What follows belongs to an exercise in optimizing a design on an open flow for small area; a production flow would make more cautious choices.
At most, simulation tests tie the RTL to the original design; equivalence was not proved.
The RTL of run 3 was laid out without a check of its function.
Power and IR drop assume default switching activity.

==> design.v <==
module uart_top 
#(
    parameter sysclk = 50000000,
    parameter low_baudrate = 4800
)
(    
    input  wire       clk,
    input  wire       rst,
    input  wire [2:0] sel,        
    input  wire [7:0] tx_data_in,
    input  wire       tx_start,
    output wire       tx_out,     
    output wire       tx_done,    
    input  wire       rx_in,      
    output wire       rx_done,    
    output wire       flag,       
    output wire [7:0] rx_data_out 
);
    wire w_baud_tick;
    baud_generator #(
        .sysclk(sysclk), 
        .low_baudrate(low_baudrate)
    ) baud_gen_inst (
        .clk(clk),
        .rst(rst),
        .sel(sel),
        .baud_tick(w_baud_tick)
    );
    Tx tx_inst (
        .clk(clk),
        .rst(rst),
        .baud_tick(w_baud_tick), 
        .tx_start(tx_start),
        .transmit_data(tx_data_in),
        .tx_stop(tx_done),       
        .tx_out(tx_out)
    );
    Rx #(
        .sysclk(sysclk), 
        .low_baudrate(low_baudrate)
    ) rx_inst (
        .clk(clk),
        .rst(rst),
        .sel(sel),              
        .rx_in(rx_in),
        .rx_done(rx_done),
        .flag(flag),
        .data_received(rx_data_out)
    );
endmodule
module Tx(
    input [7:0] transmit_data,
    input baud_tick,
    input clk,
    input rst,
    input tx_start,
    output reg tx_stop,
    output reg tx_out
);
    reg [7:0] data_reg;
    reg [3:0] bit_index;
    reg [3:0] state;
    always@(posedge clk or posedge rst) begin
        if(rst) begin
            state <= 0;
            data_reg <= 0;
            tx_out <= 1;
            tx_stop <= 0;
            bit_index <= 0;
        end else begin 
            tx_stop <= 0;
            case(state)
                0: begin  
                    bit_index <= 0;
                    tx_out <= 1;
                    if(tx_start == 1) begin
                        state <= 1;
                        data_reg <= transmit_data;
                    end else begin 
                        state <= state;
                    end
                end
                1: begin   
                    tx_out <= 0;
                    if(baud_tick == 1) begin
                        state <= 2;
                    end else begin
                        state <= state;
                    end
                end
                2: begin  
                    tx_out <= data_reg[bit_index];
                    if (baud_tick == 1) begin
                        if(bit_index < 7) begin
                            bit_index <= bit_index + 1;
                        end else begin
                            bit_index <= 0;
                            state <= 3;
                        end
                    end else begin
                        state <= state;
                    end
                end
                3: begin  
                    tx_out <= ^data_reg;
                    if(baud_tick == 1) begin
                        state <= 4;
                    end else begin
                        state <= state;
                    end
                end
                4: begin  
                    tx_out <= 1;
                    if(baud_tick == 1) begin
                        tx_stop <= 1;
                        state <= 0;
                    end else begin
                        state <= state;
                    end
                end
                default: state <= 0;
            endcase
        end
    end
endmodule
module Rx #(
    parameter sysclk = 50000000,
    parameter low_baudrate = 4800
) (
    input  wire       rx_in,
    input  wire       clk,
    input  wire       rst,
    input  wire [2:0] sel,
    output reg        rx_done,
    output reg        flag,
    output reg  [7:0] data_received
);
    localparam base_baudrate = sysclk / low_baudrate;
    reg [2:0]   state;
    reg [7:0]   data_reg;
    reg [2:0]   bit_index;
    reg [13:0]  clk_count;
    wire [13:0] count_per_tick;
    assign count_per_tick = base_baudrate >> sel;
    always @(posedge clk or posedge rst) begin
        if (rst) begin
            state         <= 0;
            bit_index     <= 0;
            data_reg      <= 0;
            rx_done       <= 0;
            data_received <= 0;
            flag          <= 0;
            clk_count     <= 0;
        end else begin
            rx_done <= 0;
            case (state)
                0: begin
                    clk_count <= 0;
                    bit_index <= 0;
                    if (rx_in == 0) begin
                        state <= 1;
                    end
                end
                1: begin
                    if (clk_count == (count_per_tick >> 1)) begin
                        if (rx_in == 0) begin
                            clk_count <= 0;
                            state     <= 2;
                        end else begin
                            state <= 0;
                        end
                    end else begin
                        clk_count <= clk_count + 1;
                    end
                end
                2: begin
                    if (clk_count == count_per_tick) begin
                        clk_count <= 0;
                        data_reg[bit_index] <= rx_in;
                        if (bit_index < 7) begin
                            bit_index <= bit_index + 1;
                        end else begin
                            bit_index <= 0;
                            state     <= 3;
                        end
                    end else begin
                        clk_count <= clk_count + 1;
                    end
                end
                3: begin
                    if (clk_count == count_per_tick) begin
                        clk_count <= 0;
                        flag      <= rx_in ^ (^data_reg);
                        state     <= 4;
                    end else begin
                        clk_count <= clk_count + 1;
                    end
                end
                4: begin
                    if (clk_count == count_per_tick) begin
                        rx_done       <= 1;
                        data_received <= data_reg;
                        state         <= 0;
                    end else begin
                        clk_count <= clk_count + 1;
                    end
                end
                default: state <= 0;
            endcase
        end
    end
endmodule
module baud_generator
#(parameter sysclk = 50000000,
 parameter low_baudrate = 4800)
(
 input clk,
 input rst,
 input [2:0] sel,
 output reg baud_tick
);
 wire [13:0] count_per_tick;
 reg [13:0] count;
 localparam integer base_baudrate = (sysclk / low_baudrate);
 assign count_per_tick = base_baudrate >> sel;
 always@(posedge clk or posedge rst) begin
    if( rst) begin
       count <= 1'b0;
       baud_tick <= 1'b0;
   end else begin
       if(count < count_per_tick-1) begin
            count <= count + 1;
            baud_tick <= 0;
       end else begin
            count <= 0;
            baud_tick <= 1'b1;
       end
   end
 end
endmodule
==> run.sh <==
#!/bin/bash
# synth_recipe.tcl (not shown) runs the flow's synth.tcl, then flattens the netlist and writes it again
# the make line also repeats each setting of config.mk as NAME=value (left out here)
make -C /OpenROAD-flow-scripts/flow DESIGN_CONFIG=/design/flow/config.mk WORK_HOME=/design/flow/orfs CLKGATE_MAP_FILE= SYNTH_SCRIPT=/design/flow/synth_recipe.tcl finish
==> config.mk <==
export PLATFORM = sky130hd
export DESIGN_NAME = uart_top
export DESIGN_NICKNAME = uart_top
export VERILOG_FILES = /design/flow/design.v
export SDC_FILE = /design/flow/constraint.sdc
export NUM_CORES = 4
export LEC_CHECK = 0
export CAP_MARGIN = 20
export CORE_MARGIN = 2
export CORE_UTILIZATION = 40
export SLEW_MARGIN = 20
==> constraint.sdc <==
create_clock -name core_clock -period 20.0 [get_ports {clk}]
set_input_delay 4.0000 -clock core_clock [delete_from_list [all_inputs] [get_ports {clk}]]
set_output_delay 4.0000 -clock core_clock [all_outputs]
set_load 0.01 [all_outputs]
==> flow_metrics.py, run 1 <==
metrics = {
    "status": {
        "status": "no timing/DRC/antenna violations",
    },
    "grt": {
        "grt_remaining_overflow": 0,
        "grt_pass1_wl_um": 18700,
        "grt_max_degree": 71,
        "grt_pass1_vias": 3849,
        "grt_usage": 0.179,
        "antenna_found_initial": 0,
    },
    "synth": {
        "avgSynthCellArea_um2": 9.32,
        "syn_area_um2": 4920,
        "synth.distinct_cells": 70,
        "syn-num-nets": 569,
        "syn-instance-count": 528,
        "yosys_warnings": 3,
        "synth_edf_count": 0,
        "yosys_register_bits": 70,
        "ys_seq_area_frac": 0.356,
        "ys_async_sr_fraction": 1.00,
        "ys.flop_type": "dfrtp_1",
    },
    "sta": {
        "timing.slew.headroom": 0.415,
        "hold_violations": 0,
        "clock_skew_ns": 0.00532,
        "max_clock_freq_mhz": 125,
        "worst_pin_slew_ns": 0.878,
        "tns_ns": 0,
        "setup_viol": 0,
        "rsz0062_at_grt": "no",
        "slew_viol_final": 0,
        "period_share": 0.401,
        "finalCriticalPeriod_ns": 8.02,
    },
    "floorplanning": {
        "die_h_um": 115,
        "core.rowCount": 40,
        "die_w_um": 115,
        "coreArea_um2": 12000,
        "io_pins": 27,
        "die_area_um2": 13200,
        "start_util": 0.410,
    },
    "worst_setup_path": {
        "r2r_slack_ns": 16.97,
        "r2r_cells": 8,
        "arrival_ns": 8.23,
        "required_ns": 20.21,
        "path_max_fanout": 20,
        "crit_path_end_kind": "register",
        "worstSetupPathType": "input port to register",
        "setup.worst_path.end": "baud_gen_inst.baud_tick$_DFF_PP0_",
        "startpoint": "sel[0]",
        "timing.rr.end": "rx_inst.data_reg[6]$_DFFE_PP0P_",
        "cp-start-kind": "input port",
        "worstReg2RegStart": "rx_inst.clk_count[3]$_DFFE_PP0P_",
    },
    "clock_tree": {
        "cts_tree": "yes",
        "clk_latency_ns": 0.33,
        "cts.sinks": 70,
        "htreeDepth": 3,
        "postCtsSetupBuffers": 0,
        "clkTransAtPathRegs_ns": 0.06,
        "hold_buffers": 0,
        "clockBufferDepth": 2,
        "cts_buffers": 9,
        "cts-resized-gates": 0,
        "root_buffer": "clkbuf_16",
    },
    "pwr": {
        "totalPowerFinal_w": 0.000566,
        "leakagePower_nw": 2.33,
        "peakVddDrop_mv": 0.0416,
        "power_density_nw_per_um2": 104,
    },
    "place": {
        "hpwl_um": 7810,
        "placedCellCount": 670,
        "gp_congestion": 0.905,
        "portBuffers": 26,
    },
    "cells_and_area": {
        "areaGrowthSynthToFinish_pct": 10.8,
        "reg_top3": "baud_gen_inst.count x14, rx_inst.clk_count x14",
        "final_cells": 686,
        "diodes": 0,
        "fillers": 1180,
        "final_net_count": 576,
        "drive_above_1_share": 0.108,
    },
    "route": {
        "drt_iter0_drc": 220,
        "vias_per_cell": 5.70,
        "firstDrtPassIters": 7,
        "wl_um": 11000,
        "drc": 0,
        "ant_nets": 0,
        "wl_per_cell_um": 16.0,
        "num_vias": 3910,
    },
    "run": {
        "cap_violations": 0,
    },
    "min_path": {
        "min-delay-path-class": "register to register",
    },
}
-- synth_stat cells (3+ instances only) --
cell type / count / area (um^2)
clkbuf_1: 14 / 52.6
buf_2: 3 / 15.0
o22ai_1: 6 / 37.5
inv_1: 27 / 101
o31ai_1: 4 / 30.0
nand3_1: 25 / 125
a21o_1: 10 / 75.1
nand2b_1: 7 / 43.8
and3_1: 7 / 43.8
nor2b_1: 7 / 43.8
nand4_1: 5 / 31.3
o211ai_1: 4 / 30.0
o21ai_0: 24 / 120
xnor2_1: 27 / 236
or2_2: 5 / 31.3
or3_1: 7 / 43.8
nor2_1: 35 / 131
o21ai_1: 3 / 15.0
buf_6: 12 / 135
mux2i_1: 7 / 70.1
mux2_2: 20 / 225
a21boi_0: 4 / 30.0
nand3b_1: 3 / 22.5
a31oi_1: 5 / 31.3
xor2_1: 18 / 158
o21bai_1: 3 / 22.5
nand2_1: 36 / 135
dfrtp_1: 69 / 1730
ha_1: 26 / 325
nor3b_1: 3 / 22.5
nor3_1: 24 / 120
a22o_1: 6 / 52.6
a21oi_1: 20 / 100
o221ai_1: 3 / 26.3
nor4b_1: 3 / 26.3
-- critical path, stage by stage --
cell and delay (ns):
clkdlybuf4s50_1 0.80, inv_1 0.21, ha_1 0.51, inv_1 0.25
and3_1 0.22, nand3_1 0.09, nor3_1 0.31, nor2b_1 0.10
ha_1 0.31, a21o_1 0.18, a21o_1 0.17, a21oi_1 0.15
nor2b_1 0.06, o21ai_0 0.14, nand2_1 0.32, or2_2 0.41
-- routing by layer --
layer	up-vias	global-route usage	wire length [um]
met3	14	0.0369	482
met1	1912	0.244	5270
met2	92	0.281	5090
li1	1892	-	-
met4	0	0.0667	164
met5	-	0	0
-- cell usage in the layout (no fill, tap or decap), types with 3 or more instances in the layout --
| master | instances |
|---|---|
| clkbuf_16 | 9 |
| nand3b_1 | 3 |
| nand2b_1 | 7 |
| nor2_1 | 35 |
| a21oi_1 | 19 |
| clkdlybuf4s50_1 | 26 |
| buf_4 | 3 |
| nand4_1 | 5 |
| nand3_1 | 25 |
| o22ai_1 | 6 |
| mux2_2 | 20 |
| dfrtp_1 | 69 |
| o21ai_0 | 24 |
| o211ai_1 | 4 |
| nor3b_1 | 3 |
| nor2b_1 | 7 |
| o31ai_1 | 4 |
| nor3_1 | 24 |
| a31oi_1 | 5 |
| a22o_1 | 6 |
| a21o_1 | 10 |
| xnor2_1 | 27 |
| and3_1 | 7 |
| nand2_1 | 36 |
| nor4b_1 | 3 |
| inv_1 | 26 |
| a21boi_0 | 4 |
| o221ai_1 | 3 |
| mux2i_1 | 7 |
| ha_1 | 26 |
| o21ai_1 | 3 |
| xor2_1 | 18 |
| or2_2 | 5 |
| o21bai_1 | 3 |
| or3_1 | 7 |
-- cell type report --
cell class              instances  area (um^2)  share of cell area
multi-input cells             397         2820               0.516
flip-flops and latches         70         1750               0.321
repair buffers                 29          283              0.0518
clock buffers                   9          225              0.0413
well taps                     147          184              0.0337
inverters                      28          105              0.0193
clock inverters                 6         87.6              0.0161
-- cells by family after synthesis --
kind of cell | share of synthesized area
AOI/OAI and AO/OA | 0.157
xor gates and xnor gates | 0.0834
adders and majority gates | 0.0661
buffers and inverters | 0.0722
DFF | 0.356
muxes | 0.0714
and+or+nand+nor | 0.194
-- worst min path at each step --
stage	cells after the start	to	start
2_1_floorplan	2	tx_inst.bit_index[3]$_DFFE_PP0P_	tx_inst.bit_index[3]$_DFFE_PP0P_
3_3_place_gp	2	tx_inst.bit_index[3]$_DFFE_PP0P_	tx_inst.bit_index[3]$_DFFE_PP0P_
3_5_place_dp	2	tx_inst.bit_index[3]$_DFFE_PP0P_	tx_inst.bit_index[3]$_DFFE_PP0P_
4_1_cts	2	tx_inst.bit_index[3]$_DFFE_PP0P_	tx_inst.bit_index[3]$_DFFE_PP0P_
5_1_grt	2	tx_inst.bit_index[3]$_DFFE_PP0P_	tx_inst.bit_index[3]$_DFFE_PP0P_
6_report	1	rx_inst.data_received[7]$_DFFE_PP0P_	rx_inst.data_received[7]$_DFFE_PP0P_
-- report_power, final --
| part | total [W] | internal (W) | switching (W) |
|---|---|---|---|
| Clock | 0.000168 | 0.000108 | 0.0000597 |
| Combinational | 0.000190 | 0.0000925 | 0.0000973 |
| Sequential | 0.000208 | 0.000170 | 0.0000385 |
-- per-stage QoR --
stage                util  worst slack, ns  hold WS, ns  instance area [um^2]
finish              0.454            11.98        0.502                  5450
global route        0.454            11.61        0.520                  5450
CTS                 0.453            11.77        0.503                  5440
detailed placement  0.427            11.42        0.489                  5130
global placement    0.427            11.64        0.483                  5130
floorplan               -            13.23        0.451                  4920
==> run 2, diff against run 1 <==
==> design.v (replaced) <==
module uart_top
#(
    parameter sysclk = 50000000,
    parameter low_baudrate = 4800
)
(
    input  wire       clk,
    input  wire       rst,
    input  wire [2:0] sel,
    input  wire [7:0] tx_data_in,
    input  wire       tx_start,
    output reg        tx_out,
    output reg        tx_done,
    input  wire       rx_in,
    output reg        rx_done,
    output reg        flag,
    output reg  [7:0] rx_data_out
);
    localparam integer BASE = sysclk / low_baudrate;
    localparam integer W    = 14;              
    localparam [W-1:0] TB   = BASE;
    localparam [W-1:0] HB   = BASE >> 1;
    function [W-1:0] inc;
        input [W-1:0] c;
        input [W-1:0] s;
        integer i;
        reg cy;
        begin
            cy = 1'b0;
            for (i = 0; i < W; i = i + 1) begin
                cy = s[i] | cy;
                inc[i] = c[i] ^ cy;
                cy = cy & c[i];
            end
        end
    endfunction
    reg [W-1:0] step, hi;
    integer k;
    always @* begin
        for (k = 0; k < W; k = k + 1) begin
            step[k] = (sel == k);
            hi[k]   = (k >= sel);
        end
    end
    wire [W-1:0] tm = TB & hi;         
    wire [W-1:0] hm = HB & hi;         
    reg  [W-1:0] b;
    wire         tick = &(b | ~tm);
    always @(posedge clk or posedge rst)
        if (rst)       b <= 0;
        else if (tick) b <= step;
        else           b <= inc(b, step);
    reg [3:0] ts;
    reg [7:0] td;
    wire t_idle = (ts == 4'd2);
    always @(posedge clk)
        if (t_idle) td <= tx_data_in;
    always @(posedge clk or posedge rst)
        if (rst) begin
            ts <= 4'd2; tx_out <= 1'b1; tx_done <= 1'b0;
        end else begin
            tx_done <= tick && (ts == 4'd1);
            if (ts[3])             tx_out <= td[ts[2:0]];
            else if (ts == 4'd0)   tx_out <= ^td;
            else                   tx_out <= (ts != 4'd7);
            if (t_idle) begin
                if (tx_start) ts <= 4'd7;
            end else if (tick)
                ts <= ts + 4'd1;
        end
    reg [3:0]   rs;
    reg [W-1:0] rc;
    reg [7:0]   rd;
    wire r_idle  = (rs == 4'd2);
    wire r_start = (rs == 4'd7);
    wire hitt    = &(rc | ~tm);
    wire hith    = &(rc | ~hm);
    wire r_hit   = r_start ? hith : hitt;
    always @(posedge clk)
        if (r_idle || r_hit) rc <= 0;
        else                 rc <= inc(rc, step);
    always @(posedge clk)
        if (hitt && rs[3]) rd <= {rx_in, rd[7:1]};
    always @(posedge clk or posedge rst)
        if (rst) begin
            rs <= 4'd2; rx_done <= 1'b0; flag <= 1'b0; rx_data_out <= 8'd0;
        end else begin
            rx_done <= 1'b0;
            if (r_idle) begin
                if (!rx_in) rs <= 4'd7;
            end else if (r_start) begin
                if (hith) rs <= rx_in ? 4'd2 : 4'd8;
            end else if (hitt) begin
                rs <= rs + 4'd1;
                if (rs == 4'd0) flag <= rx_in ^ (^rd);
                if (rs == 4'd1) begin
                    rx_done <= 1'b1; rx_data_out <= rd;
                end
            end
        end
endmodule
==> run 2 against run 1 <==
Combinational power down 52%; non-clock buffer count down 2; wire length down 51%; clock power down 24%; flip-flop and latch count down 6; cell area down 30%; clock-buffer cell count unchanged; core utilization up 3.5 points; sequential power down 13%; critical path type unchanged; largest cell class is now sequential cells; largest power group unchanged.
==> flow_metrics.py, run 2 <==
metrics = {
    "status": {
        "status": "no timing/DRC/antenna violations",
    },
    "place": {
        "gp_congestion": 0.805,
        "placed_area_um2": 3570,
        "hpwl_um": 3730,
        "place_ws_ns": 10.91,
        "placedCellCount": 378,
        "portBuffers": 26,
    },
    "synth": {
        "synth_fa_ha_area_frac": 0.132,
        "synth_compound_area_frac": 0.0807,
        "synth_top_area_share": 0.241,
        "synthMuxAreaShare": 0.0749,
        "syn_area_um2": 3220,
        "yosys_register_bits": 64,
        "synth.most_common_cell": "ha_1",
        "ys.flop_type": "dfrtp_1",
        "ys_async_sr_fraction": 0.531,
        "yosys_warnings": 1,
        "avgSynthCellArea_um2": 12.6,
        "synth_area_leaders": "dfrtp_1, edfxtp_1, ha_1, dfxtp_1, xnor2_1",
        "synth.distinct_cells": 52,
        "ys_seq_area_frac": 0.501,
        "synth_xor_area_frac": 0.0504,
        "synth_top_family_by_area": "simple AND/OR/NAND/NOR gates",
        "yosys.area_share.simple": 0.135,
        "syn-num-nets": 305,
        "synth_common_cells": "ha_1, dfrtp_1, and2_1, edfxtp_1",
        "synth_edf_count": 16,
        "syn-instance-count": 256,
        "yosys.area.top_type": "dfrtp_1",
    },
    "clock_tree": {
        "clkTransAtPathRegs_ns": 0.09,
        "hold_buffers": 0,
        "htreeDepth": 3,
        "cts_buffers": 9,
        "postCtsSetupBuffers": 0,
        "cts_tree": "yes",
        "clockBufferDepth": 2,
        "root_buffer": "clkbuf_8",
        "cts-resized-gates": 0,
        "cts.sinks": 64,
        "clk_latency_ns": 0.35,
    },
    "worst_setup_path": {
        "worstReg2RegStart": "rc[0]$_SDFF_PP0_",
        "r2r_cells": 21,
        "cp_common_cell": "ha_1",
        "r2r_slack_ns": 15.64,
        "path_max_fanout": 14,
        "cpLargestDelayFamily": "adder cells",
        "cpPeakStageDelay_ns": 0.80,
        "crit_path_end_kind": "register",
        "path_cells": "clkdlybuf4s50_1, nor3_1, ha_1, or2_2, ha_1, or2_2, ha_1, nand2b_1, ha_1, nand2b_1, ha_1, nand2b_1, ha_1, or2_2, ha_1, nand2b_1, ha_1, ha_1, ha_1, ha_1, ha_1, ha_1, and2_1",
        "timing.rr.end": "rc[12]$_SDFF_PP0_",
        "setup.worst_path.end": "rc[12]$_SDFF_PP0_",
        "cp.buffers_inverters": 1,
        "path_depth": 23,
        "arrival_ns": 8.96,
        "required_ns": 20.24,
        "cp-start-kind": "input port",
        "startpoint": "sel[2]",
        "cpMaxStageDelayCell": "clkdlybuf4s50_1",
        "worstSetupPathType": "input port to register",
    },
    "route": {
        "drt_iter0_drc": 58,
        "drc": 0,
        "ant_nets": 0,
        "vias_per_cell": 4.96,
        "firstDrtPassIters": 4,
        "wl_per_cell_um": 13.6,
        "wl_um": 5340,
        "num_vias": 1953,
    },
    "floorplanning": {
        "coreArea_um2": 7770,
        "start_util": 0.415,
        "die_area_um2": 8790,
        "io_pins": 27,
        "die_w_um": 93.8,
        "core.rowCount": 32,
        "die_h_um": 93.8,
    },
    "grt": {
        "grt_usage": 0.141,
        "grt_remaining_overflow": 0,
        "antenna_found_initial": 0,
        "grt_max_degree": 35,
        "grt_pass1_vias": 1978,
        "grt_pass1_wl_um": 9430,
    },
    "sta": {
        "period_share": 0.436,
        "rsz0062_at_grt": "no",
        "setup_viol": 0,
        "slew_viol_final": 0,
        "hold_violations": 0,
        "max_clock_freq_mhz": 115,
        "timing.slew.headroom": 0.615,
        "tns_ns": 0,
        "clock_skew_ns": 0.0113,
        "finalCriticalPeriod_ns": 8.72,
        "worst_pin_slew_ns": 0.578,
        "setup_slack_ns": 11.28,
    },
    "min_path": {
        "min-delay-path-class": "register to register",
    },
    "pwr": {
        "power_density_nw_per_um2": 105,
        "totalPowerFinal_w": 0.000399,
        "peakVddDrop_mv": 0.0435,
        "leakagePower_nw": 1.70,
    },
    "cells_and_area": {
        "design_area_um2": 3800,
        "final_cells": 394,
        "final_net_count": 336,
        "areaGrowthSynthToFinish_pct": 17.7,
        "diodes": 0,
        "drive_above_1_share": 0.164,
        "fillers": 709,
        "mostFrequentLayoutCell": "ha_1",
        "multiInputGateArea_um2": 1520,
        "reg_top3": "b x14, rc x14",
        "layout_common_cells": "ha_1, dfrtp_1, clkdlybuf4s50_1, and2_1, edfxtp_1",
        "seq_area_um2": 1620,
    },
    "run": {
        "cap_violations": 0,
    },
}
[run 2: cell types whose count changed after synthesis, sizes merged, moves of 14 or more]
cell and change:
a21oi -16, and2 +18, clkbuf -14, dfrtp -38, dfxtp +14, edfxtp +16
inv -18, nand2 -29, nand3 -17, nor2 -28, nor3 -22, o21ai -18
xnor2 -14, xor2 -16
[run 2: cell families (layout without fill, tap and decap cells)]
logic type               Yosys count  after routing
buffers and inverters             16             52
AND/OR/NAND/NOR                   73             73
XOR/XNOR                          17             17
flip-flops                        64             64
AO/OA/AOI/OAI                     35             35
adder cells (fa/ha/maj)           34             34
multiplexers                      17             17
[run 2: layout make-up]
class | instances | share of cell area
flip-flops and latches | 64 | 0.426
multi-input cells | 176 | 0.401
repair buffers | 27 | 0.0705
well taps | 102 | 0.0336
clock buffers | 9 | 0.0326
clock inverters | 7 | 0.0274
inverters | 9 | 0.00890
[run 2: per-stage QoR]
stage	hold slack (ns)	utilization
after floorplan	0.471	-
after global placement	0.487	0.459
after detailed placement	0.488	0.459
after CTS	0.510	0.489
after global routing	0.526	0.489
final	0.510	0.489
[run 2: worst min-delay path by stage]
stage,startpoint,endpoint,cells after the start
after floorplan,rd[5]$_DFFE_PP_,rd[4]$_DFFE_PP_,0
after global placement,rd[5]$_DFFE_PP_,rd[4]$_DFFE_PP_,0
after detailed placement,rd[5]$_DFFE_PP_,rd[4]$_DFFE_PP_,0
after CTS,rd[5]$_DFFE_PP_,rd[4]$_DFFE_PP_,0
after global routing,rd[6]$_DFFE_PP_,rd[5]$_DFFE_PP_,0
final,rd[5]$_DFFE_PP_,rd[4]$_DFFE_PP_,0
[run 2: metal layers]
layer / wire [um] / vias up / track usage
met5: 0 / - / 0
met3: 154 / 7 / 0.0313
li1: - / 982 / -
met2: 2350 / 26 / 0.207
met1: 2710 / 938 / 0.191
met4: 122 / 0 / 0.0797
[run 2: where the power goes]
part           switching, W  internal (W)   total, W  leakage, nW
combinational     0.0000454     0.0000458  0.0000912        0.894
clock             0.0000555     0.0000716   0.000127        0.114
sequential        0.0000185      0.000162   0.000180        0.688
==> run 3, diff against run 2 <==
==> design.v (replaced) <==
module uart_top
#(
    parameter sysclk = 50000000,
    parameter low_baudrate = 4800
)
(
    input  wire       clk,
    input  wire       rst,
    input  wire [2:0] sel,
    input  wire [7:0] tx_data_in,
    input  wire       tx_start,
    output reg        tx_out,
    output wire       tx_done,
    input  wire       rx_in,
    output wire       rx_done,
    output reg        flag,
    output reg  [7:0] rx_data_out
);
    localparam integer BASE = sysclk / low_baudrate;
    localparam integer W    = 14;              
    localparam [W-1:0] TB   = BASE;
    localparam [W-1:0] HB   = BASE >> 1;
    localparam [3:0] S_PAR = 4'd0, S_STOP = 4'd1, S_DONE = 4'd2,
                     S_IDLE = 4'd3, S_START = 4'd7, S_D0 = 4'd8;
    function [W-1:0] inc;
        input [W-1:0] c;
        input [W-1:0] s;
        integer i;
        reg cy;
        begin
            cy = 1'b0;
            for (i = 0; i < W; i = i + 1) begin
                cy = s[i] | cy;
                inc[i] = c[i] ^ cy;
                cy = cy & c[i];
            end
        end
    endfunction
    reg [W-1:0] step, hi;
    integer k;
    always @* begin
        for (k = 0; k < W; k = k + 1) begin
            step[k] = (sel == k);
            hi[k]   = (k >= sel);
        end
    end
    wire [W-1:0] tm = TB & hi;         
    wire [W-1:0] hm = HB & hi;         
    reg  [W-1:0] b;
    wire         tick = &(b | ~tm);
    always @(posedge clk or posedge rst)
        if (rst)       b <= 0;
        else if (tick) b <= step;
        else           b <= inc(b, step);
    reg  [3:0] ts;
    reg  [7:0] td;
    wire t_ready = (ts[3:1] == 3'b001);            
    assign tx_done = (ts == S_DONE);
    always @(posedge clk)
        if (t_ready) td <= tx_data_in;
    wire tpar = ^td;
    always @(posedge clk or posedge rst)
        if (rst) begin
            ts <= S_IDLE; tx_out <= 1'b1;
        end else begin
            if (ts[3])             tx_out <= td[ts[2:0]];
            else if (ts == S_PAR)  tx_out <= tpar;
            else                   tx_out <= (ts != S_START);
            if (t_ready)   ts <= tx_start ? S_START : S_IDLE;
            else if (tick) ts <= ts + 4'd1;
        end
    reg  [3:0]   rs;
    reg  [W-1:0] rc;
    reg  [7:0]   rd;
    wire r_ready = (rs[3:1] == 3'b001);            
    wire r_start = (rs == S_START);
    wire hitt    = &(rc | ~tm);
    wire hith    = &(rc | ~hm);
    assign rx_done = (rs == S_DONE);
    always @(posedge clk)
        if (r_ready || (r_start ? hith : hitt)) rc <= 0;
        else                                    rc <= inc(rc, step);
    always @(posedge clk)
        if (hitt && rs[3]) rd <= {rx_in, rd[7:1]};
    wire rpar = ^rd;
    always @(posedge clk or posedge rst)
        if (rst) begin
            rs <= S_IDLE; flag <= 1'b0; rx_data_out <= 8'd0;
        end else begin
            if (r_ready)
                rs <= rx_in ? S_IDLE : S_START;
            else if (r_start) begin
                if (hith) rs <= rx_in ? S_IDLE : S_D0;
            end else if (hitt) begin
                rs <= rs + 4'd1;
                if (rs == S_PAR)  flag <= rx_in ^ rpar;
                if (rs == S_STOP) rx_data_out <= rd;
            end
        end
endmodule
==> run 3 against run 2 <==
Still clean on timing, DRC and antenna; wire length decreased by 1.5%; clock power down 6%; cell count increased by 1.5%; via count rose by 1.2%; flip-flop and latch count decreased by 2; area after synthesis fell by 1.7%; register-to-register slack worse by 0.05 ns; fmax up 0.33%; core utilization down 0.48 points; critical endpoint is now rc[13]$_SDFF_PP0_; highest routed layer unchanged.
==> flow_metrics.py, run 3 <==
metrics = {
    "min_path": {
        "hold-path-cell-count": 0,
        "hp-start": "rd[3]$_DFFE_PP_",
        "min-delay-path-class": "register to register",
        "min_to": "rd[2]$_DFFE_PP_",
    },
    "cells_and_area": {
        "seq_area_um2": 1570,
        "fillers": 731,
        "mostFrequentLayoutCell": "ha_1",
        "final_cells": 400,
        "multiInputGateArea_um2": 1520,
        "final_net_count": 341,
        "areaGrowthSynthToFinish_pct": 17.4,
        "diodes": 0,
        "design_area_um2": 3720,
        "drive_above_1_share": 0.151,
        "utilization": 0.484,
        "reg_top3": "b x14, rc x14",
        "layout_common_cells": "ha_1, dfrtp_1, clkdlybuf4s50_1, and2_1, edfxtp_1",
    },
    "synth": {
        "synth_top_area_share": 0.213,
        "synth.distinct_cells": 51,
        "yosys_register_bits": 62,
        "ys.flop_type": "dfrtp_1",
        "ys_seq_area_frac": 0.495,
        "synth_edf_count": 16,
        "syn_area_um2": 3170,
        "yosys_warnings": 1,
        "syn-instance-count": 263,
        "syn-num-nets": 311,
        "synth.most_common_cell": "ha_1",
        "synth_common_cells": "ha_1, dfrtp_1, and2_1, edfxtp_1, dfxtp_1",
        "yosys.area.top_type": "dfrtp_1",
        "ys_async_sr_fraction": 0.516,
        "synth_area_leaders": "dfrtp_1, edfxtp_1, ha_1, dfxtp_1, and2_1",
        "avgSynthCellArea_um2": 12.0,
    },
    "place": {
        "portBuffers": 26,
        "gp_congestion": 0.760,
        "hpwl_um": 3730,
        "placed_area_um2": 3510,
        "placedCellCount": 384,
    },
    "sta": {
        "period_share": 0.435,
        "timing.slew.headroom": 0.620,
        "rsz0062_at_grt": "no",
        "setup_viol": 0,
        "tns_ns": 0,
        "hold_violations": 0,
        "worst_pin_slew_ns": 0.570,
        "clock_skew_ns": 0.0118,
        "finalCriticalPeriod_ns": 8.69,
        "max_clock_freq_mhz": 115,
        "slew_viol_final": 0,
    },
    "grt": {
        "grt_pass1_wl_um": 9740,
        "grt_usage": 0.145,
        "grt_max_degree": 33,
        "grt_remaining_overflow": 0,
        "antenna_found_initial": 0,
        "grt_pass1_vias": 2030,
    },
    "worst_setup_path": {
        "required_ns": 20.24,
        "cp-start-kind": "input port",
        "worstReg2RegStart": "b[0]$_DFF_PP0_",
        "timing.rr.end": "b[13]$_DFF_PP0_",
        "cpLargestDelayFamily": "adder cells",
        "cpPeakStageDelay_ns": 0.75,
        "path_max_fanout": 14,
        "worstSetupPathType": "input port to register",
        "cp.buffers_inverters": 1,
        "path_cells": "clkdlybuf4s50_1, nor3_1, ha_1, or2_2, ha_1, or2_2, ha_1, nand2b_1, ha_1, nand2b_1, ha_1, nand2b_1, ha_1, or2_2, ha_1, nand2b_1, ha_1, ha_1, ha_1, ha_1, ha_1, ha_1, xor2_1, and2_1",
        "cpMaxStageDelayCell": "clkdlybuf4s50_1",
        "arrival_ns": 8.93,
        "crit_path_end_kind": "register",
        "r2r_slack_ns": 15.59,
        "cp_common_cell": "ha_1",
        "r2r_cells": 22,
    },
    "floorplanning": {
        "core.rowCount": 32,
        "io_pins": 27,
        "start_util": 0.412,
        "die_h_um": 93.0,
        "die_area_um2": 8650,
        "coreArea_um2": 7690,
        "die_w_um": 93.0,
    },
    "route": {
        "wl_um": 5260,
        "vias_per_cell": 4.94,
        "wl_met3_um": 155,
        "met2_length_um": 2370,
        "wl_per_cell_um": 13.2,
        "num_vias": 1976,
        "wl_met1_um": 2620,
        "firstDrtPassIters": 4,
        "routed.top_layer": "met4",
        "drc": 0,
        "drt_iter0_drc": 57,
        "ant_nets": 0,
    },
    "clock_tree": {
        "clk_latency_ns": 0.35,
        "postCtsSetupBuffers": 0,
        "clkTransAtPathRegs_ns": 0.07,
        "hold_buffers": 0,
        "cts-resized-gates": 0,
        "cts.sinks": 62,
        "root_buffer": "clkbuf_8",
        "htreeDepth": 3,
        "cts_tree": "yes",
        "cts_buffers": 9,
        "clockBufferDepth": 2,
    },
    "pwr": {
        "power_density_nw_per_um2": 109,
        "leakagePower_nw": 1.68,
        "peakVddDrop_mv": 0.0656,
    },
    "run": {
        "cap_violations": 0,
    },
    "status": {
        "status": "no timing/DRC/antenna violations",
    },
}
run 3: through the flow:
stage / hold slack, ns / power [W] / setup WS, ns
2_1_floorplan: 0.465 / 0.000269 / 11.82
3_3_place_gp: 0.486 / 0.000289 / 11.02
3_5_place_dp: 0.488 / 0.000291 / 10.94
4_1_cts: 0.508 / 0.000412 / 11.30
5_1_grt: 0.524 / 0.000442 / 10.94
6_report: 0.501 / 0.000406 / 11.31
run 3: final cells by class:
type / instances / share of cell area
Multi-Input combinational cell: 185 / 0.408
Sequential cell: 62 / 0.421
Inverter: 7 / 0.00706
Clock buffer: 11 / 0.0353
Timing Repair Buffer: 28 / 0.0740
Clock inverter: 5 / 0.0202
Tap cell: 102 / 0.0343
run 3: power breakdown:
| group | switching [W] | internal (W) | total, W |
|---|---|---|---|
| clock | 0.0000496 | 0.0000696 | 0.000119 |
| combinational | 0.0000499 | 0.0000565 | 0.000106 |
| sequential | 0.0000202 | 0.000160 | 0.000180 |
| total | 0.000120 | 0.000286 | 0.000406 |
run 3: worst max-delay path by stage:
stage	startpoint	end	slack, ns	cells after the start
global route	sel[2]	rc[13]$_SDFF_PP0_	10.94	24
finish	sel[2]	rc[13]$_SDFF_PP0_	11.31	24
detailed placement	sel[2]	rc[13]$_SDFF_PP0_	10.94	24
CTS	sel[2]	rc[13]$_SDFF_PP0_	11.30	24
floorplan	sel[0]	rc[13]$_SDFF_PP0_	11.82	24
global placement	sel[2]	rc[13]$_SDFF_PP0_	11.02	24
run 3: cells by family after synthesis:
kind of cell	Yosys count	synth area share
compound gates	36	0.0810
buf+inv	16	0.0265
xor+xnor	17	0.0513
simple gates	83	0.153
flops	62	0.495
mux	16	0.0632
fa+ha+maj	33	0.130
run 3: routing by layer:
metal / track usage / vias up
li1: - / 992
met1: 0.203 / 955
met2: 0.203 / 20
met3: 0.0363 / 9
met4: 0.0833 / 0
met5: 0 / -
run 3: worst reg2reg max path, delay by kind of cell (launching register included):
family                     cells  cell delay, ns
and+or+nand+nor                7            1.42
xor gates and xnor gates       1            0.18
adders and majority gates     13            2.29
DFF                            1            0.36
AOI/OAI and AO/OA              1            0.05
==> run 4, diff against run 3 <==
--- a/design.v
+++ b/design.v
@@ -48,7 +48,7 @@
     wire [W-1:0] hm = HB & hi;         
     reg  [W-1:0] b;
     wire         tick = &(b | ~tm);
-    always @(posedge clk or posedge rst)
+    always @(posedge clk)
         if (rst)       b <= 0;
         else if (tick) b <= step;
         else           b <= inc(b, step);
==> run 4 against run 3 <==
Wire length down 7.8%; setup slack got worse by 0.10 ns; core utilization fell by 0.36 points; combinational power decreased by 48%; critical path depth stayed put; first-iteration DRC count fell by 14%; clock power is essentially flat; fmax down 1.2%; global-route usage shrank 1.3 points; critical path type unchanged; largest power group unchanged; highest routed layer unchanged.
==> flow_metrics.py, run 4 <==
metrics = {
    "grt": {
        "grt_max_degree": 19,
        "grt_remaining_overflow": 0,
        "grt_pass1_vias": 1898,
        "antenna_found_initial": 0,
        "grt_usage": 0.132,
        "grt_pass1_wl_um": 8580,
    },
    "clock_tree": {
        "root_buffer": "clkbuf_8",
        "cts_tree": "yes",
        "hold_buffers": 0,
        "cts.sinks": 62,
        "cts-resized-gates": 0,
        "htreeDepth": 3,
        "clk_latency_ns": 0.34,
        "postCtsSetupBuffers": 0,
        "cts_buffers": 9,
        "clkTransAtPathRegs_ns": 0.07,
        "clockBufferDepth": 2,
    },
    "worst_setup_path": {
        "cpMaxStageDelayCell": "clkdlybuf4s50_1",
        "cp-start-kind": "input port",
        "worstSetupPathType": "input port to register",
        "cpLargestDelayFamily": "adder cells",
        "path_max_fanout": 13,
        "required_ns": 20.24,
        "arrival_ns": 9.03,
        "cpPeakStageDelay_ns": 0.71,
        "cp.buffers_inverters": 1,
        "path_cells": "clkdlybuf4s50_1, nor3_1, ha_1, or2_2, ha_1, or2_2, ha_1, nand2b_1, ha_1, nand2b_1, ha_1, nand2b_1, ha_1, or2_2, ha_1, or2_2, ha_1, ha_1, ha_1, ha_1, ha_1, ha_1, xor2_1, and2_1",
        "crit_path_end_kind": "register",
        "cp_common_cell": "ha_1",
        "r2r_slack_ns": 15.47,
    },
    "synth": {
        "yosys_warnings": 1,
        "ys_async_sr_fraction": 0.290,
        "synth_common_cells": "ha_1, dfxtp_1, and2_1, nor2_1",
        "ys_seq_area_frac": 0.485,
        "syn_area_um2": 3090,
        "syn-num-nets": 308,
        "synth_area_leaders": "dfxtp_1, edfxtp_1, ha_1, dfrtp_1, xnor2_1",
        "ys.flop_type": "dfxtp_1",
        "avgSynthCellArea_um2": 11.9,
        "synth_top_area_share": 0.181,
        "synth_edf_count": 16,
        "synth.most_common_cell": "ha_1",
        "yosys.area.top_type": "dfxtp_1",
        "yosys_register_bits": 62,
        "syn-instance-count": 260,
        "synth.distinct_cells": 45,
    },
    "place": {
        "gp_congestion": 0.715,
        "hpwl_um": 3550,
        "portBuffers": 26,
    },
    "floorplanning": {
        "core.rowCount": 32,
        "start_util": 0.406,
        "die_h_um": 91.9,
        "io_pins": 27,
        "die_w_um": 91.9,
        "die_area_um2": 8450,
        "coreArea_um2": 7610,
    },
    "route": {
        "drt_iter0_drc": 49,
        "wl_per_cell_um": 12.2,
        "vias_per_cell": 4.72,
        "num_vias": 1872,
        "wl_um": 4850,
        "firstDrtPassIters": 4,
        "drc": 0,
        "ant_nets": 0,
    },
    "cells_and_area": {
        "mostFrequentLayoutCell": "ha_1",
        "fillers": 699,
        "areaGrowthSynthToFinish_pct": 18.2,
        "diodes": 0,
        "drive_above_1_share": 0.173,
        "utilization": 0.480,
        "final_net_count": 338,
        "layout_common_cells": "ha_1, dfxtp_1, clkdlybuf4s50_1, and2_1, nor2_1",
        "reg_top3": "b x14, rc x14",
    },
    "sta": {
        "finalCriticalPeriod_ns": 8.79,
        "setup_viol": 0,
        "rsz0062_at_grt": "no",
        "timing.slew.headroom": 0.445,
        "clock_skew_ns": 0.00677,
        "slew_viol_final": 0,
        "tns_ns": 0,
        "hold_violations": 0,
        "period_share": 0.440,
        "max_clock_freq_mhz": 114,
        "worst_pin_slew_ns": 0.831,
    },
    "pwr": {
        "peakVddDrop_mv": 0.0694,
        "seq_power_share": 0.480,
        "leakagePower_nw": 1.59,
        "p_int_w": 0.000252,
        "combPwrFrac": 0.164,
        "switching_power_w": 0.0000866,
        "pwr-share-clk": 0.356,
        "power_density_nw_per_um2": 92.8,
        "swShare": 0.255,
    },
    "status": {
        "status": "no timing/DRC/antenna violations",
    },
    "run": {
        "cap_violations": 0,
    },
    "min_path": {
        "min-delay-path-class": "register to register",
    },
}
## run 4: cell types whose count changed in the layout (fill, tap and decap cells not counted), sizes merged, moves of 3 or more
cell	delta
mux2i	+6
nor2	+17
o21ai	-9
inv	+3
nand2b	-4
xnor2	+3
dfrtp	-14
dfxtp	+14
nor3b	-3
o22ai	+3
## run 4: layout make-up
type                    count  area [um^2]  area share
well taps                 102          128      0.0349
multi-input cells         180         1500       0.411
clock buffers               9          124      0.0339
clock inverters             7         98.8      0.0271
inverters                  10         37.5      0.0103
flip-flops and latches     62         1500       0.410
repair buffers             27          268      0.0733
## run 4: layer usage
metal	GRT usage	wire length [um]	vias to the layer above
met3	0.0501	200	7
met4	0.0522	85	0
met1	0.153	2230	870
li1	-	-	964
met5	0	0	-
met2	0.219	2330	31
## run 4: kinds of logic (layout without fill, tap and decap cells)
| group | after synthesis | in the layout | synth area share |
|---|---|---|---|
| compound gates | 22 | 22 | 0.0563 |
| fa+ha+maj | 33 | 33 | 0.134 |
| mux | 22 | 22 | 0.0879 |
| xor+xnor | 19 | 19 | 0.0538 |
| simple gates | 84 | 84 | 0.154 |
| buf+inv | 18 | 53 | 0.0300 |
| flops | 62 | 62 | 0.485 |
## run 4: worst paths after layout
kind,start,to,cells past startpoint
setup / recovery,sel[2],rc[13]$_SDFF_PP0_,24
hold reg to reg,rd[7]$_DFFE_PP_,rd[6]$_DFFE_PP_,0
setup reg to reg,rc[0]$_SDFF_PP0_,rc[13]$_SDFF_PP0_,22
max in group asynchronous,rst,rs[2]$_DFFE_PP0P_,2
hold / removal,rd[7]$_DFFE_PP_,rd[6]$_DFFE_PP_,0
min in group asynchronous,rst,ts[2]$_DFFE_PP0P_,2
## run 4: metrics by stage
stage	setup WS [ns]	hold slack [ns]	std cells	cell area [um^2]	power (W)
floorplan	11.65	0.467	260	3090	0.000207
global placement	10.88	0.485	381	3430	0.000220
detailed placement	10.83	0.485	381	3430	0.000222
CTS	11.20	0.504	397	3650	0.000345
global route	10.87	0.527	397	3650	0.000361
finish	11.21	0.500	397	3650	0.000339
## run 4: power by group through the flow
| stage | logic [W] | clock network (W) | registers (W) |
|---|---|---|---|
| floorplan | 0.0000441 | 0 | 0.000163 |
| global placement | 0.0000544 | 0 | 0.000165 |
| detailed placement | 0.0000562 | 0 | 0.000166 |
| CTS | 0.0000567 | 0.000125 | 0.000163 |
| global route | 0.0000660 | 0.000130 | 0.000165 |
| finish | 0.0000556 | 0.000121 | 0.000163 |
## run 4: worst register-to-register path, delay by kind of cell, from the launching register on
kind                     cells  cell delay [ns]
AND/OR/NAND/NOR              8             1.73
XOR/XNOR                     1             0.14
flip-flops                   1             0.30
adder cells (fa/ha/maj)     13             2.29
==> run 5, diff against run 4 <==
--- a/config.mk
+++ b/config.mk
@@ -8,4 +8,6 @@
 export CAP_MARGIN = 20
 export CORE_MARGIN = 2
 export CORE_UTILIZATION = 40
+export CTS_BUF_LIST = sky130_fd_sc_hd__clkbuf_4
+export CTS_CLUSTER_SIZE = 20
 export SLEW_MARGIN = 20
==> run 5 against run 4 <==
Sequential power about the same; hold slack improved by 0.0091 ns; critical path depth unchanged; combinational power about the same; global-route usage unchanged; non-clock buffer count unchanged; area after synthesis unchanged; setup slack improved by 0.068 ns; first-iteration DRC count decreased by 35%; flip-flop and latch count unchanged; power decreased by 6.5%; largest power group unchanged.
==> flow_metrics.py, run 5 <==
metrics = {
    "status": {
        "status": "no timing/DRC/antenna violations",
    },
    "sta": {
        "setup_slack_ns": 11.27,
        "period_share": 0.436,
        "worst_pin_slew_ns": 0.847,
        "slew_viol_final": 0,
        "tns_ns": 0,
        "max_clock_freq_mhz": 115,
        "setup_viol": 0,
        "finalCriticalPeriod_ns": 8.73,
        "hold_violations": 0,
        "clock_skew_ns": 0.0104,
        "timing.slew.headroom": 0.435,
        "rsz0062_at_grt": "no",
    },
    "route": {
        "drc": 0,
        "vias_per_cell": 4.74,
        "wl_met1_um": 2270,
        "drt_iter0_drc": 32,
        "num_vias": 1880,
        "wl_met3_um": 192,
        "met2_length_um": 2300,
        "firstDrtPassIters": 4,
        "ant_nets": 0,
        "routed.top_layer": "met4",
        "wl_um": 4870,
        "wl_per_cell_um": 12.3,
    },
    "synth": {
        "synth_common_cells": "ha_1, dfxtp_1, and2_1, nor2_1",
        "yosys_warnings": 1,
        "avgSynthCellArea_um2": 11.9,
        "yosys.area.top_type": "dfxtp_1",
        "synth_top_area_share": 0.181,
        "synth_edf_count": 16,
        "ys.flop_type": "dfxtp_1",
        "yosys_register_bits": 62,
        "syn_area_um2": 3090,
        "ys_async_sr_fraction": 0.290,
        "syn-num-nets": 308,
        "synth.most_common_cell": "ha_1",
        "syn-instance-count": 260,
        "ys_seq_area_frac": 0.485,
        "synth_area_leaders": "dfxtp_1, edfxtp_1, ha_1, dfrtp_1, xnor2_1",
        "synth.distinct_cells": 45,
    },
    "cells_and_area": {
        "mostFrequentLayoutCell": "ha_1",
        "seq_area_um2": 1500,
        "diodes": 0,
        "layout_common_cells": "ha_1, dfxtp_1, clkdlybuf4s50_1, and2_1, nor2_1",
        "reg_top3": "b x14, rc x14",
        "drive_above_1_share": 0.173,
        "final_net_count": 338,
        "design_area_um2": 3600,
        "fillers": 709,
        "multiInputGateArea_um2": 1500,
        "areaGrowthSynthToFinish_pct": 16.4,
    },
    "place": {
        "gp_congestion": 0.715,
        "hpwl_um": 3550,
        "place_ws_ns": 10.83,
        "portBuffers": 26,
        "placed_area_um2": 3430,
    },
    "worst_setup_path": {
        "worstSetupPathType": "input port to register",
        "path_max_fanout": 13,
        "cp-start-kind": "input port",
        "required_ns": 20.31,
        "crit_path_end_kind": "register",
        "r2r_slack_ns": 15.47,
        "arrival_ns": 9.03,
    },
    "pwr": {
        "pwr-share-clk": 0.311,
        "peakVddDrop_mv": 0.0483,
        "switching_power_w": 0.0000841,
        "leakagePower_nw": 1.56,
        "power_density_nw_per_um2": 88.1,
        "p_int_w": 0.000233,
        "seq_power_share": 0.514,
        "combPwrFrac": 0.176,
        "totalPowerFinal_w": 0.000317,
        "swShare": 0.265,
    },
    "min_path": {
        "min-delay-path-class": "register to register",
    },
    "floorplanning": {
        "die_w_um": 91.9,
        "die_h_um": 91.9,
        "core.rowCount": 32,
        "start_util": 0.406,
        "coreArea_um2": 7610,
        "io_pins": 27,
        "die_area_um2": 8450,
    },
    "clock_tree": {
        "postCtsSetupBuffers": 0,
        "root_buffer": "clkbuf_4",
        "cts_buffers": 9,
        "cts_tree": "yes",
        "clkTransAtPathRegs_ns": 0.11,
        "cts.sinks": 62,
        "hold_buffers": 0,
        "cts-resized-gates": 0,
        "clk_latency_ns": 0.40,
        "clockBufferDepth": 2,
        "htreeDepth": 3,
    },
    "grt": {
        "grt_pass1_vias": 1901,
        "grt_max_degree": 19,
        "antenna_found_initial": 0,
        "grt_usage": 0.132,
        "grt_pass1_wl_um": 8560,
        "grt_remaining_overflow": 0,
    },
    "run": {
        "cap_violations": 0,
    },
}
[run 5: cell counts after synthesis]
Identical to the previous run, type by type.
[run 5: worst paths after layout]
path | start | endpoint | depth (start not counted)
setup / recovery | sel[2] | rc[13]$_SDFF_PP0_ | 24
hold / removal | rd[7]$_DFFE_PP_ | rd[6]$_DFFE_PP_ | 0
setup reg to reg | rc[0]$_SDFF_PP0_ | rc[13]$_SDFF_PP0_ | 22
hold reg to reg | rd[7]$_DFFE_PP_ | rd[6]$_DFFE_PP_ | 0
max in group asynchronous | rst | rs[2]$_DFFE_PP0P_ | 2
min in group asynchronous | rst | rx_data_out[4]$_DFFE_PP0P_ | 2
[run 5: power groups by stage]
stage	registers [W]	clock network, W	logic (W)
2_1_floorplan	0.000163	0	0.0000441
3_3_place_gp	0.000165	0	0.0000544
3_5_place_dp	0.000166	0	0.0000562
4_1_cts	0.000163	0.000104	0.0000567
5_1_grt	0.000165	0.000107	0.0000660
6_report	0.000163	0.0000985	0.0000556
[run 5: kinds of logic (layout without fill, tap and decap cells)]
group                      count (synthesis)  after routing  share of synthesized area
DFF                                       62             62                      0.485
adders and majority gates                 33             33                      0.134
and+or+nand+nor                           84             84                      0.154
xor gates and xnor gates                  19             19                     0.0538
buffers and inverters                     18             53                     0.0300
muxes                                     22             22                     0.0879
AOI/OAI and AO/OA                         22             22                     0.0563
[run 5: cell type report]
type,count,area share
clock buffers,9,0.0188
clock inverters,7,0.0275
inverters,10,0.0104
multi-input cells,180,0.417
flip-flops and latches,62,0.416
well taps,102,0.0355
repair buffers,27,0.0744
[run 5: per-stage QoR]
| stage | util | instances | hold slack [ns] |
|---|---|---|---|
| after floorplan | - | 260 | 0.467 |
| after global placement | 0.451 | 381 | 0.485 |
| after detailed placement | 0.451 | 381 | 0.485 |
| after CTS | 0.473 | 397 | 0.514 |
| after global routing | 0.473 | 397 | 0.538 |
| final | 0.473 | 397 | 0.509 |
[run 5: per-layer routing]
layer | global-route usage | up-vias
met5 | 0 | -
met4 | 0.0634 | 0
met3 | 0.0452 | 10
met2 | 0.219 | 30
met1 | 0.152 | 870
li1 | - | 970
[run 5: critical path, stage by stage]
cell             delay [ns]
clkdlybuf4s50_1        0.71
nor3_1                 0.16
ha_1                   0.20
or2_2                  0.29
ha_1                   0.17
or2_2                  0.29
ha_1                   0.17
nand2b_1               0.14
ha_1                   0.17
nand2b_1               0.14
ha_1                   0.16
nand2b_1               0.14
ha_1                   0.17
or2_2                  0.29
ha_1                   0.17
or2_2                  0.29
ha_1                   0.19
ha_1                   0.18
ha_1                   0.18
ha_1                   0.19
ha_1                   0.18
ha_1                   0.19
xor2_1                 0.14
and2_1                 0.15
==> run 6, diff against run 5 <==
--- a/config.mk
+++ b/config.mk
@@ -8,6 +8,7 @@
 export CAP_MARGIN = 20
 export CORE_MARGIN = 2
 export CORE_UTILIZATION = 40
-export CTS_BUF_LIST = sky130_fd_sc_hd__clkbuf_4
-export CTS_CLUSTER_SIZE = 20
+export CTS_BUF_LIST = sky130_fd_sc_hd__clkbuf_8 sky130_fd_sc_hd__clkbuf_16
+export CTS_CLUSTER_DIAMETER = 500
+export CTS_CLUSTER_SIZE = 100
 export SLEW_MARGIN = 20
==> run 6 against run 5 <==
Clock power is 23% higher; area after synthesis stayed put; combinational power hardly changed; clock skew is 0.0036 ns lower; synthesized cell count stayed put; critical path type unchanged; register-to-register slack hardly changed; critical path depth stayed put; sequential share of layout area is 0.64 points lower; power is 7.0% higher; wire length is 0.35% lower.
==> flow_metrics.py, run 6 <==
metrics = {
    "floorplanning": {
        "coreArea_um2": 7610,
        "die_h_um": 91.9,
        "core.rowCount": 32,
        "die_w_um": 91.9,
        "io_pins": 27,
        "die_area_um2": 8450,
        "start_util": 0.406,
    },
    "cells_and_area": {
        "mostFrequentLayoutCell": "ha_1",
        "final_net_count": 338,
        "design_area_um2": 3650,
        "layout_common_cells": "ha_1, dfxtp_1, clkdlybuf4s50_1, and2_1, nor2_1",
        "areaGrowthSynthToFinish_pct": 18.2,
        "final_cells": 397,
        "drive_above_1_share": 0.173,
        "diodes": 0,
        "reg_top3": "b x14, rc x14",
    },
    "worst_setup_path": {
        "cpMaxStageDelayCell": "clkdlybuf4s50_1",
        "arrival_ns": 9.03,
        "cpPeakStageDelay_ns": 0.71,
        "timing.rr.end": "rc[13]$_SDFF_PP0_",
        "worstSetupPathType": "input port to register",
        "path_cells": "clkdlybuf4s50_1, nor3_1, ha_1, or2_2, ha_1, or2_2, ha_1, nand2b_1, ha_1, nand2b_1, ha_1, nand2b_1, ha_1, or2_2, ha_1, or2_2, ha_1, ha_1, ha_1, ha_1, ha_1, ha_1, xor2_1, and2_1",
        "worstReg2RegStart": "rc[0]$_SDFF_PP0_",
        "cpLargestDelayFamily": "adder cells",
        "path_max_fanout": 13,
        "required_ns": 20.24,
        "cp_common_cell": "ha_1",
        "cp.buffers_inverters": 1,
        "r2r_cells": 22,
        "r2r_slack_ns": 15.47,
        "cp-start-kind": "input port",
        "crit_path_end_kind": "register",
    },
    "clock_tree": {
        "htreeDepth": 3,
        "cts-resized-gates": 0,
        "root_buffer": "clkbuf_8",
        "cts_buffers": 9,
        "cts_tree": "yes",
        "postCtsSetupBuffers": 0,
        "clockBufferDepth": 2,
        "clkTransAtPathRegs_ns": 0.07,
        "cts.sinks": 62,
        "clk_latency_ns": 0.34,
        "hold_buffers": 0,
    },
    "place": {
        "hpwl_um": 3550,
        "place_ws_ns": 10.83,
        "placedCellCount": 381,
        "portBuffers": 26,
        "placed_area_um2": 3430,
        "gp_congestion": 0.715,
    },
    "route": {
        "wl_per_cell_um": 12.2,
        "drc": 0,
        "wl_um": 4850,
        "firstDrtPassIters": 4,
        "num_vias": 1872,
        "ant_nets": 0,
        "drt_iter0_drc": 49,
        "vias_per_cell": 4.72,
    },
    "sta": {
        "setup_viol": 0,
        "max_clock_freq_mhz": 114,
        "fin_hold_ws_ns": 0.500,
        "clock_skew_ns": 0.00677,
        "tns_ns": 0,
        "finalCriticalPeriod_ns": 8.79,
        "period_share": 0.440,
        "worst_pin_slew_ns": 0.831,
        "rsz0062_at_grt": "no",
        "timing.slew.headroom": 0.445,
        "hold_violations": 0,
        "setup_slack_ns": 11.21,
        "slew_viol_final": 0,
    },
    "min_path": {
        "min_to": "rd[6]$_DFFE_PP_",
        "min-delay-path-class": "register to register",
        "hold-path-cell-count": 0,
        "hp-start": "rd[7]$_DFFE_PP_",
    },
    "pwr": {
        "power_density_nw_per_um2": 92.8,
        "peakVddDrop_mv": 0.0694,
        "leakagePower_nw": 1.59,
    },
    "synth": {
        "yosys.area.top_type": "dfxtp_1",
        "yosys_warnings": 1,
        "synth_common_cells": "ha_1, dfxtp_1, and2_1, nor2_1",
        "synth.most_common_cell": "ha_1",
        "ys.flop_type": "dfxtp_1",
        "syn_area_um2": 3090,
        "yosys_register_bits": 62,
        "syn-num-nets": 308,
        "synth_area_leaders": "dfxtp_1, edfxtp_1, ha_1, dfrtp_1, xnor2_1",
        "synth_edf_count": 16,
        "synth.distinct_cells": 45,
        "synth_top_area_share": 0.181,
        "syn-instance-count": 260,
        "ys_async_sr_fraction": 0.290,
        "avgSynthCellArea_um2": 11.9,
        "ys_seq_area_frac": 0.485,
    },
    "grt": {
        "grt_remaining_overflow": 0,
        "grt_max_degree": 19,
        "grt_pass1_vias": 1898,
        "antenna_found_initial": 0,
        "grt_pass1_wl_um": 8580,
        "grt_usage": 0.132,
    },
    "run": {
        "cap_violations": 0,
    },
    "status": {
        "status": "no timing/DRC/antenna violations",
    },
}
-- run 6: worst register-to-register path, stage by stage (launching register included) --
cell,delay (ns)
dfxtp_1,0.30
ha_1,0.17
or2_2,0.29
ha_1,0.17
or2_2,0.29
ha_1,0.17
nand2b_1,0.14
ha_1,0.17
nand2b_1,0.14
ha_1,0.16
nand2b_1,0.14
ha_1,0.17
or2_2,0.29
ha_1,0.17
or2_2,0.29
ha_1,0.19
ha_1,0.18
ha_1,0.18
ha_1,0.19
ha_1,0.18
ha_1,0.19
xor2_1,0.14
and2_1,0.15
-- run 6: cells by family after synthesis --
group	share of synthesized area
compound gates	0.0563
flops	0.485
fa+ha+maj	0.134
xor+xnor	0.0538
buf+inv	0.0300
mux	0.0879
simple gates	0.154
-- run 6: worst max-delay path by stage --
stage,start,to,slack [ns],cells after the start
3_5_place_dp,sel[2],rc[13]$_SDFF_PP0_,10.83,24
5_1_grt,sel[2],rc[13]$_SDFF_PP0_,10.87,24
4_1_cts,sel[2],rc[13]$_SDFF_PP0_,11.20,24
3_3_place_gp,sel[2],rc[13]$_SDFF_PP0_,10.88,24
6_report,sel[2],rc[13]$_SDFF_PP0_,11.21,24
2_1_floorplan,sel[2],rc[13]$_SDFF_PP0_,11.65,24
-- run 6: final cells by class --
class | instances | area, um^2
fill | 699 | 3950
multi-input combinational | 180 | 1500
sequential | 62 | 1500
timing repair buffer | 27 | 268
tap | 102 | 128
clock buffer | 9 | 124
clock inverter | 7 | 98.8
inverter | 10 | 37.5
-- run 6: stage by stage --
stage                util  total power [W]
global route        0.480         0.000361
finish              0.480         0.000339
floorplan               -         0.000207
global placement    0.451         0.000220
detailed placement  0.451         0.000222
CTS                 0.480         0.000345
-- run 6: layer usage --
layer  vias to the layer above  global-route usage  wire length, um
met5                         -                   0                0
met4                         0              0.0522               85
met3                         7              0.0501              200
met2                        31               0.219             2330
met1                       870               0.153             2230
li1                        964                   -                -
-- run 6: power by group --
part	switching [W]	internal, W
Clock	0.0000501	0.0000705
Combinational	0.0000249	0.0000307
Sequential	0.0000116	0.000151
Total	0.0000866	0.000252

## afterwards: timing with drivers on the ports
No port has a modelled driver above. Below, the same layouts with a new extraction and two added sets of constraints.
Step 1 assumes that a clkbuf_16 drives the clock port and a buf_2 every other input.
Step 2, shift: input delay + t, output delay - t, t = (earliest + latest rising clock arrival at the registers) / 2. This alone moves slack from input paths to output paths.
Three values: ideal ports, drivers, drivers and shift; two values: the first two.
run	t (ns)	setup WS [ns]	worst setup path at the end	worst register clock-pin slew, ns
run 1	0.367	11.984 / 12.000 / 11.633	input to register	0.06 / 0.06
run 2	0.373	11.282 / 11.289 / 10.916	input to register	0.09 / 0.09
run 3	0.371	11.310 / 11.314 / 10.943	input to register	0.08 / 0.08
run 4	0.363	11.206 / 11.216 / 10.852	input to register	0.07 / 0.07
run 5	0.426	11.275 / 11.285 / 10.859	input to register	0.11 / 0.11
run 6	0.363	11.206 / 11.216 / 10.852	input to register	0.07 / 0.07
After both steps every run listed still meets setup and hold. For run 5, which loses most, drivers alone change the setup slack by +0.010 ns; drivers and shift together by -0.416 ns.
